Source: an optimization exercise on an open RTL-to-GDS flow (aim: small area and a short achievable clock period). Production flows keep margins and buffers that such runs may drop. In this exercise RTL edits were held to simulation tests only and were not proved equivalent to the original. Power is estimated from default activity; no workload was simulated. No driver is modelled on the clock port, so clocking that relies on it looks cheaper here than on a real chip.

==> flow/design.v (excerpt) <==
module bcd_adder100_reg (
    input          clk,
    input  [399:0] a,
    input  [399:0] b,
    input          cin,
    output reg [399:0] sum,
    output reg         cout
);
    reg  [399:0] a_r, b_r;
    reg          cin_r;
    wire [399:0] sum_w;
    wire         cout_w;
    top_module adder (
        .a(a_r),
        .b(b_r),
        .cin(cin_r),
        .cout(cout_w),
        .sum(sum_w)
    );
    always @(posedge clk) begin
        a_r   <= a;
        b_r   <= b;
        cin_r <= cin;
        sum   <= sum_w;
        cout  <= cout_w;
    end
endmodule
Size: roughly 39000 µm² of cells after synthesis.
Settings: LEC_CHECK=0, ABC_AREA=1, CAP_MARGIN=20, CORE_AREA=5 5 435 435, CTS_BUF_LIST=sky130_fd_sc_hd__clkbuf_16, DIE_AREA=0 0 440 440, SLEW_MARGIN=20; clock period 200.0 ns.
standard.sh (not shown) runs the stock make flow with config.mk's settings and CLKGATE_MAP_FILE= SYNTH_SCRIPT=/design/flow/synth_recipe.tcl, a recipe that flattens the netlist after the stock synthesis.
==> flow/flow/run.sh <==
#!/bin/bash
# Standard synthesis (for the register names), then the adder logic between
# the registers is replaced by the hand-mapped netlist from flow/gen.py (22
# slow digits, as SLOW_DIGITS in the RTL), and the standard layout runs on it
# with each digit's pins placed together around the die edge, smaller port
# buffers and a leaner clock tree.
set -euo pipefail
R=orfs/results/sky130hd/bcd_adder100_reg/base
bash standard.sh synth > synth.log 2>&1
cp $R/1_2_yosys.v std_1_2_yosys.v
python3 flow/gen.py $R/1_2_yosys.v 22 > gen.log 2>&1
rm -f $R/1_synth.odb $R/1_synth.sdc
# each digit's pins together, in digit order around the die edge
python3 flow/mkpins.py 440 $(pwd)/pins.tcl > pins.log 2>&1
bash standard.sh \
  "IO_CONSTRAINTS=$(pwd)/pins.tcl" \
  "BUFFER_PORTS_ARGS=-buffer_cell sky130_fd_sc_hd__buf_1" \
  "CTS_ARGS=-sink_clustering_enable -repair_clock_nets -buf_list sky130_fd_sc_hd__clkbuf_16 -dont_use_dummy_load -sink_clustering_size 32 -sink_clustering_max_diameter 140" \
  finish > finish.log 2>&1
Other scripts of this flow, unchanged in this note and not shown: flow/flow/gen.py, flow/flow/mkpins.py
Edit:
--- a/flow/flow/run.sh
+++ b/flow/flow/run.sh
@@ -14 +14 @@
-python3 flow/mkpins.py 440 $(pwd)/pins.tcl > pins.log 2>&1
+python3 flow/mkpins.py 380 $(pwd)/pins.tcl > pins.log 2>&1
@@ -18 +18 @@
-  "CTS_ARGS=-sink_clustering_enable -repair_clock_nets -buf_list sky130_fd_sc_hd__clkbuf_16 -dont_use_dummy_load -sink_clustering_size 32 -sink_clustering_max_diameter 140" \
+  "CTS_ARGS=-sink_clustering_enable -repair_clock_nets -buf_list sky130_fd_sc_hd__clkbuf_16 -dont_use_dummy_load -sink_clustering_size 30 -sink_clustering_max_diameter 100" \
Settings changed: CORE_AREA 5 5 435 435 to 5 5 375 375, DIE_AREA 0 0 440 440 to 0 0 380 380.
What happened: Cell count falls by 11%; global-route usage came out higher by 4.5 points; non-clock buffer count does not change; via count rises by 1.5%; total power came out higher by 1.8%; synthesized area does not change; design area shrinks by 1.4%; flip-flop and latch count is unchanged; combinational power rose by about 3%; sequential power stays flat; first-iteration DRC count came out higher by 48%.
Edit:
--- a/flow/flow/run.sh
+++ b/flow/flow/run.sh
@@ -14 +14 @@
-python3 flow/mkpins.py 380 $(pwd)/pins.tcl > pins.log 2>&1
+python3 flow/mkpins.py 412 $(pwd)/pins.tcl > pins.log 2>&1
@@ -18 +18 @@
-  "CTS_ARGS=-sink_clustering_enable -repair_clock_nets -buf_list sky130_fd_sc_hd__clkbuf_16 -dont_use_dummy_load -sink_clustering_size 30 -sink_clustering_max_diameter 100" \
+  "CTS_ARGS=-sink_clustering_enable -repair_clock_nets -buf_list sky130_fd_sc_hd__clkbuf_16 -dont_use_dummy_load -sink_clustering_size 32 -sink_clustering_max_diameter 140" \
Settings changed: CORE_AREA 5 5 375 375 to 5 5 407 407, DIE_AREA 0 0 380 380 to 0 0 412 412.
The new run finished with timing, DRC and antenna clean.
Die area goes up by 18%.
Sequential cell count stays the same.
Global-route usage goes down by 2.9 points.
Worst hold slack hardly moves.
Setup slack is better by 0.019 ns.
Area after synthesis is unchanged.
Total power goes down by about 1.5%.
Non-clock buffer count does not change.
Edit:
--- a/flow/flow/run.sh
+++ b/flow/flow/run.sh
@@ -18 +18 @@
-  "CTS_ARGS=-sink_clustering_enable -repair_clock_nets -buf_list sky130_fd_sc_hd__clkbuf_16 -dont_use_dummy_load -sink_clustering_size 32 -sink_clustering_max_diameter 140" \
+  "CTS_ARGS=-sink_clustering_enable -repair_clock_nets -buf_list sky130_fd_sc_hd__clkbuf_16 -dont_use_dummy_load -sink_clustering_size 30 -sink_clustering_max_diameter 100" \
Hold slack hardly moves.
Cell area is about the same.
Total power went up by 0.59%.
Maximum frequency stays flat.
Via count is about the same.
Clock-buffer cell count goes up by 3.
Clock power stays flat.
Register-to-register slack loses 0.03 ns.
Synthesized cell count does not change.

* * *

bcd_adder100_reg, a different RTL version from the one above (not shown whole).
Size in the first run: ~2,400 cells after synthesis, ~1,200 I/O pins, ~39,000 sq um of cells after synthesis.
Settings: LEC_CHECK=0, ABC_AREA=1, CAP_MARGIN=20, CORE_AREA=5 5 407 407, CTS_BUF_LIST=sky130_fd_sc_hd__clkbuf_16, DIE_AREA=0 0 412 412, SLEW_MARGIN=20; clock period 200.0 ns.
==> flow/flow/run.sh <==
#!/bin/bash
# Standard synthesis (for the register names), then the adder logic between
# the registers is replaced by the hand-mapped netlist from flow/gen.py, and
# the standard layout runs on it with smaller port buffers and a leaner
# clock tree.
set -euo pipefail
R=orfs/results/sky130hd/bcd_adder100_reg/base
bash standard.sh synth > synth.log 2>&1
cp $R/1_2_yosys.v std_1_2_yosys.v
python3 flow/gen.py $R/1_2_yosys.v > gen.log 2>&1
rm -f $R/1_synth.odb $R/1_synth.sdc
bash standard.sh \
  "BUFFER_PORTS_ARGS=-buffer_cell sky130_fd_sc_hd__buf_1" \
  "CTS_ARGS=-sink_clustering_enable -repair_clock_nets -buf_list sky130_fd_sc_hd__clkbuf_16 -dont_use_dummy_load -sink_clustering_size 30 -sink_clustering_max_diameter 100" \
  finish > finish.log 2>&1
Other scripts of this flow, unchanged in this note and not shown: flow/flow/gen.py
Rerun with:
- GPL_TIMING_DRIVEN: unset -> 0
After rerunning:
- The new run ran to the end with no violations
- worst setup slack is worse by 0.35 ns
- global-route usage came out lower by 0.41 points
- power came out lower by 1.3%
- cell area hardly moves
- wire length came out lower by about 2.5%
- hold slack is better by 0.016 ns

* * *

## P
Starting RTL as in the previous note.
clock: 200.0 ns
lec_check: 0
abc_area: 1
cap_margin: 20
core_area: 5 5 407 407
cts_buf_list: sky130_fd_sc_hd__clkbuf_16
die_area: 0 0 412 412
slew_margin: 20
==> flow/flow/run.sh <==
#!/bin/bash
# Standard synthesis (for the register names), then the adder logic between
# the registers is replaced by the hand-mapped netlist from flow/gen.py, and
# the standard layout runs on it with smaller port buffers and a leaner
# clock tree.
set -euo pipefail
R=orfs/results/sky130hd/bcd_adder100_reg/base
bash standard.sh synth > synth.log 2>&1
cp $R/1_2_yosys.v std_1_2_yosys.v
python3 flow/gen.py $R/1_2_yosys.v 30 > gen.log 2>&1
rm -f $R/1_synth.odb $R/1_synth.sdc
bash standard.sh \
  "BUFFER_PORTS_ARGS=-buffer_cell sky130_fd_sc_hd__buf_1" \
  "CTS_ARGS=-sink_clustering_enable -repair_clock_nets -buf_list sky130_fd_sc_hd__clkbuf_16 -dont_use_dummy_load -sink_clustering_size 30 -sink_clustering_max_diameter 100" \
  finish > finish.log 2>&1
Other scripts of this flow, unchanged in this note and not shown: flow/flow/gen.py
P: all stages complete, timing, DRC and antenna checks passed
What Q does differently from P at the input level:
==> flow/flow/run.sh <==
#!/bin/bash
# Standard synthesis (for the register names), then the adder logic between
# the registers is replaced by the hand-mapped netlist from flow/gen.py, and
# the standard layout runs on it with smaller port buffers and a leaner
# clock tree.
set -euo pipefail
R=orfs/results/sky130hd/bcd_adder100_reg/base
bash standard.sh synth > synth.log 2>&1
cp $R/1_2_yosys.v std_1_2_yosys.v
python3 flow/gen.py $R/1_2_yosys.v 24 > gen.log 2>&1
rm -f $R/1_synth.odb $R/1_synth.sdc
# each digit's pins together, in digit order around the die edge
python3 flow/mkpins.py 412 $(pwd)/pins.tcl > pins.log 2>&1
bash standard.sh \
  "IO_CONSTRAINTS=$(pwd)/pins.tcl" \
  "BUFFER_PORTS_ARGS=-buffer_cell sky130_fd_sc_hd__buf_1" \
  "CTS_ARGS=-sink_clustering_enable -repair_clock_nets -buf_list sky130_fd_sc_hd__clkbuf_16 -dont_use_dummy_load -sink_clustering_size 30 -sink_clustering_max_diameter 100" \
  finish > finish.log 2>&1
==> flow/flow/mkpins.py (new file) <==
#!/usr/bin/env python3
"""Write place_pin commands that put each digit's pins together, in digit
order, around the die edge (bottom left->right, right bottom->top, top
right->left, left top->bottom).  Usage: mkpins.py DIE_SIZE OUT.tcl"""
import sys
D = float(sys.argv[1])
out = sys.argv[2]
M = 8.0            # keep clear of the corners
pins = ['cin']
for i in range(100):
    pins += ['a[%d]' % (4 * i + j) for j in range(4)]
    pins += ['b[%d]' % (4 * i + j) for j in range(4)]
    pins += ['sum[%d]' % (4 * i + j) for j in range(4)]
pins += ['cout']
# the clock in the middle of the bottom edge
pins.insert(len(pins) // 8, 'clk')
n = len(pins)
# pins per edge: the met3 (left/right) edges at two tracks (1.36 um) apart
nside = int((D - 2 * M) / 1.36) - 4
nbt = (n - 2 * nside + 1) // 2
counts = [nbt, nside, n - 2 * nside - nbt, nside]
lines = []
k = 0
for edge, cnt in enumerate(counts):
    L = D - 2 * M
    for j in range(cnt):
        t = (j + 0.5) * L / cnt
        p = pins[k]
        k += 1
        if edge == 0:
            x, y, layer = M + t, 0, 'met2'
        elif edge == 1:
            x, y, layer = D, M + t, 'met3'
        elif edge == 2:
            x, y, layer = D - M - t, D, 'met2'
        else:
            x, y, layer = 0, D - M - t, 'met3'
        if layer == 'met2':
            x = round((x - 0.23) / 0.46) * 0.46 + 0.23
        else:
            y = round((y - 0.34) / 0.68) * 0.68 + 0.34
        lines.append('place_pin -pin_name {%s} -layer %s -location {%.3f %.3f} -force_to_die_boundary' % (p, layer, x, y))
assert k == n
open(out, 'w').write('\n'.join(lines) + '\n')
==> notes.md <==
- Diff P -> Q: final critical-path setup slack higher; clock-cell share of area went down 0.42 points; worst hold slack increased 0.028 ns.
- On via count, the higher figure sits with P, not Q.
- When Q is set beside P, its count of inverters not on the clock network in the layout turns out to be about 9% larger.
- Final weighted congestion in routability-driven placement on Q is down relative to P.
- Global routing usage summed across all routing layers was higher in the run labelled P.
- Summary of Q over P: multi-input combinational area share shows an increase of 0.26 points; final critical delay including setup and external delays moved down; number of fill cells in the layout went down; detailed-route wire length shrank by 41%.
For R, these inputs were changed with respect to Q:
-- flow/flow/run.sh --
<<< Q, line 8
bash standard.sh synth > synth.log 2>&1
cp $R/1_2_yosys.v std_1_2_yosys.v
python3 flow/gen.py $R/1_2_yosys.v 24 > gen.log 2>&1
rm -f $R/1_synth.odb $R/1_synth.sdc
# each digit's pins together, in digit order around the die edge
>>> R, line 8
bash standard.sh synth > synth.log 2>&1
cp $R/1_2_yosys.v std_1_2_yosys.v
python3 flow/gen.py $R/1_2_yosys.v 20 > gen.log 2>&1
rm -f $R/1_synth.odb $R/1_synth.sdc
# each digit's pins together, in digit order around the die edge
Findings:
Compared with Q, synthesized cell count in R increased slightly. Wire length of the first global-routing pass delta (R − Q): unfavourable. Comparing Q with R, the total power draw came out essentially unchanged. The capture point of the critical path comes out sum[9] in one run and sum[290] in the other, namely in Q and R respectively. There was hardly any difference in post-synthesis to final-layout area growth between Q and R.
#### Input delta (S over R)
==> flow/flow/run.sh <==
#!/bin/bash
# Standard synthesis (for the register names), then the adder logic between
# the registers is replaced by the hand-mapped netlist from flow/gen.py, and
# the standard layout runs on it with smaller port buffers and a leaner
# clock tree.
set -euo pipefail
R=orfs/results/sky130hd/bcd_adder100_reg/base
bash standard.sh synth > synth.log 2>&1
cp $R/1_2_yosys.v std_1_2_yosys.v
python3 flow/gen.py $R/1_2_yosys.v 16 > gen.log 2>&1
rm -f $R/1_synth.odb $R/1_synth.sdc
bash standard.sh \
  "BUFFER_PORTS_ARGS=-buffer_cell sky130_fd_sc_hd__buf_1" \
  "CTS_ARGS=-sink_clustering_enable -repair_clock_nets -buf_list sky130_fd_sc_hd__clkbuf_16 -dont_use_dummy_load -sink_clustering_size 30 -sink_clustering_max_diameter 100" \
  finish > finish.log 2>&1
removed: flow/flow/mkpins.py
Notes after the runs:
S completed; timing, DRC and antenna clean
Between S and R, final instance area is higher for S, R comes in under that.
On initial core utilization, S tracks R almost exactly.
Compared to R, the router laid down more metal wire for S.
Higher non-clock buffer count goes to S over R.
Of S and R, it is S that has the higher number of nets in the layout.
Post-layout total power: S vs R up 0.000043 W
Tightest hold margin of R is on par with S.
Taking R as the reference point, the setup slack of S falls by 0.11 ns.
[inputs] T vs S
==> flow/flow/run.sh <==
#!/bin/bash
# Standard synthesis (for the register names), then the adder logic between
# the registers is replaced by the hand-mapped netlist from flow/gen.py, and
# the standard layout runs on it with smaller port buffers and a leaner
# clock tree.
set -euo pipefail
R=orfs/results/sky130hd/bcd_adder100_reg/base
bash standard.sh synth > synth.log 2>&1
cp $R/1_2_yosys.v std_1_2_yosys.v
python3 flow/gen.py $R/1_2_yosys.v 26 > gen.log 2>&1
rm -f $R/1_synth.odb $R/1_synth.sdc
# each digit's pins together, in digit order around the die edge
python3 flow/mkpins.py 412 $(pwd)/pins.tcl > pins.log 2>&1
bash standard.sh \
  "IO_CONSTRAINTS=$(pwd)/pins.tcl" \
  "BUFFER_PORTS_ARGS=-buffer_cell sky130_fd_sc_hd__buf_1" \
  "CTS_ARGS=-sink_clustering_enable -repair_clock_nets -buf_list sky130_fd_sc_hd__clkbuf_16 -dont_use_dummy_load -sink_clustering_size 30 -sink_clustering_max_diameter 100" \
  finish > finish.log 2>&1
==> flow/flow/mkpins.py (new file) <==
#!/usr/bin/env python3
"""Write place_pin commands that put each digit's pins together, in digit
order, around the die edge (bottom left->right, right bottom->top, top
right->left, left top->bottom).  Usage: mkpins.py DIE_SIZE OUT.tcl"""
import sys
D = float(sys.argv[1])
out = sys.argv[2]
M = 8.0            # keep clear of the corners
pins = ['cin']
for i in range(100):
    pins += ['a[%d]' % (4 * i + j) for j in range(4)]
    pins += ['b[%d]' % (4 * i + j) for j in range(4)]
    pins += ['sum[%d]' % (4 * i + j) for j in range(4)]
pins += ['cout']
# the clock in the middle of the bottom edge
pins.insert(len(pins) // 8, 'clk')
n = len(pins)
# pins per edge: the met3 (left/right) edges at two tracks (1.36 um) apart
nside = int((D - 2 * M) / 1.36) - 4
nbt = (n - 2 * nside + 1) // 2
counts = [nbt, nside, n - 2 * nside - nbt, nside]
lines = []
k = 0
for edge, cnt in enumerate(counts):
    L = D - 2 * M
    for j in range(cnt):
        t = (j + 0.5) * L / cnt
        p = pins[k]
        k += 1
        if edge == 0:
            x, y, layer = M + t, 0, 'met2'
        elif edge == 1:
            x, y, layer = D, M + t, 'met3'
        elif edge == 2:
            x, y, layer = D - M - t, D, 'met2'
        else:
            x, y, layer = 0, D - M - t, 'met3'
        if layer == 'met2':
            x = round((x - 0.23) / 0.46) * 0.46 + 0.23
        else:
            y = round((y - 0.34) / 0.68) * 0.68 + 0.34
        lines.append('place_pin -pin_name {%s} -layer %s -location {%.3f %.3f} -force_to_die_boundary' % (p, layer, x, y))
assert k == n
open(out, 'w').write('\n'.join(lines) + '\n')
==> notes.md <==
In the reports for S and T, the larger shortest clock period the worst path allows after layout belongs to S.
T vs S: length of routed met3 wiring down
On number of buffers inserted during clock tree synthesis: between S and T, it ends up lower for T.
met1 track demand over resource in global routing in T is 8.5 points lower than in S
Of S and T, S shows the higher power density normalized to cell area, with T below it.
Routed wire in T totals less than in S.
Between T and S, it is T whose count of inserted antenna diode cells is lower, by 10.
Final weighted congestion in routability-driven placement ended up 0.15 lower on T than on S.

[what the ideal ports hide]
The results above use ideal ports. As a check the final layouts listed here were re-extracted and re-timed, cells and wires unchanged.
Step 1 sets driving cells, clkbuf_16 on the clock port and buf_2 on the other inputs (assumed; they add their load-dependent delay and slew).
Step 2, shift: input delay + t, output delay - t, t = (earliest + latest rising clock arrival at the registers) / 2. This alone moves slack from input paths to output paths.
Three values: ideal ports, drivers, drivers and shift; two values: the first two.
run | shift t [ns] | setup slack, ns | worst setup path at the end | slew at the worst register clock pin (ns) | worst slew at a driven data input, ns
the first run of note 1 | 0.690 | 158.788 / 158.736 / 159.425 | register to output | 0.12 / 0.12 | 0.08
the second run of note 1 | 0.655 | 158.772 / 158.721 / 159.377 | register to output | 0.11 / 0.11 | 0.11
the third run of note 1 | 0.668 | 158.791 / 158.740 / 159.408 | register to output | 0.12 / 0.12 | 0.09
the fourth run of note 1 | 0.672 | 158.795 / 158.740 / 159.413 | register to output | 0.11 / 0.11 | 0.09
the first run of note 2 | 0.691 | 158.734 / 158.660 / 159.350 | register to output | 0.12 / 0.12 | 0.41
the second run of note 2 | 0.702 | 158.384 / 158.311 / 159.012 | register to output | 0.12 / 0.12 | 0.49
P | 0.706 | 153.334 / 153.334 / 153.334 | register to register | 0.12 / 0.12 | 0.25
Q | 0.674 | 158.808 / 158.758 / 159.432 | register to output | 0.11 / 0.11 | 0.10
R | 0.671 | 158.781 / 158.730 / 159.401 | register to output | 0.11 / 0.11 | 0.11
S | 0.713 | 158.672 / 158.590 / 159.303 | register to output | 0.12 / 0.12 | 0.22
T | 0.661 | 158.793 / 158.740 / 159.401 | register to output | 0.11 / 0.11 | 0.09
After both steps setup and hold are still met in every run listed.
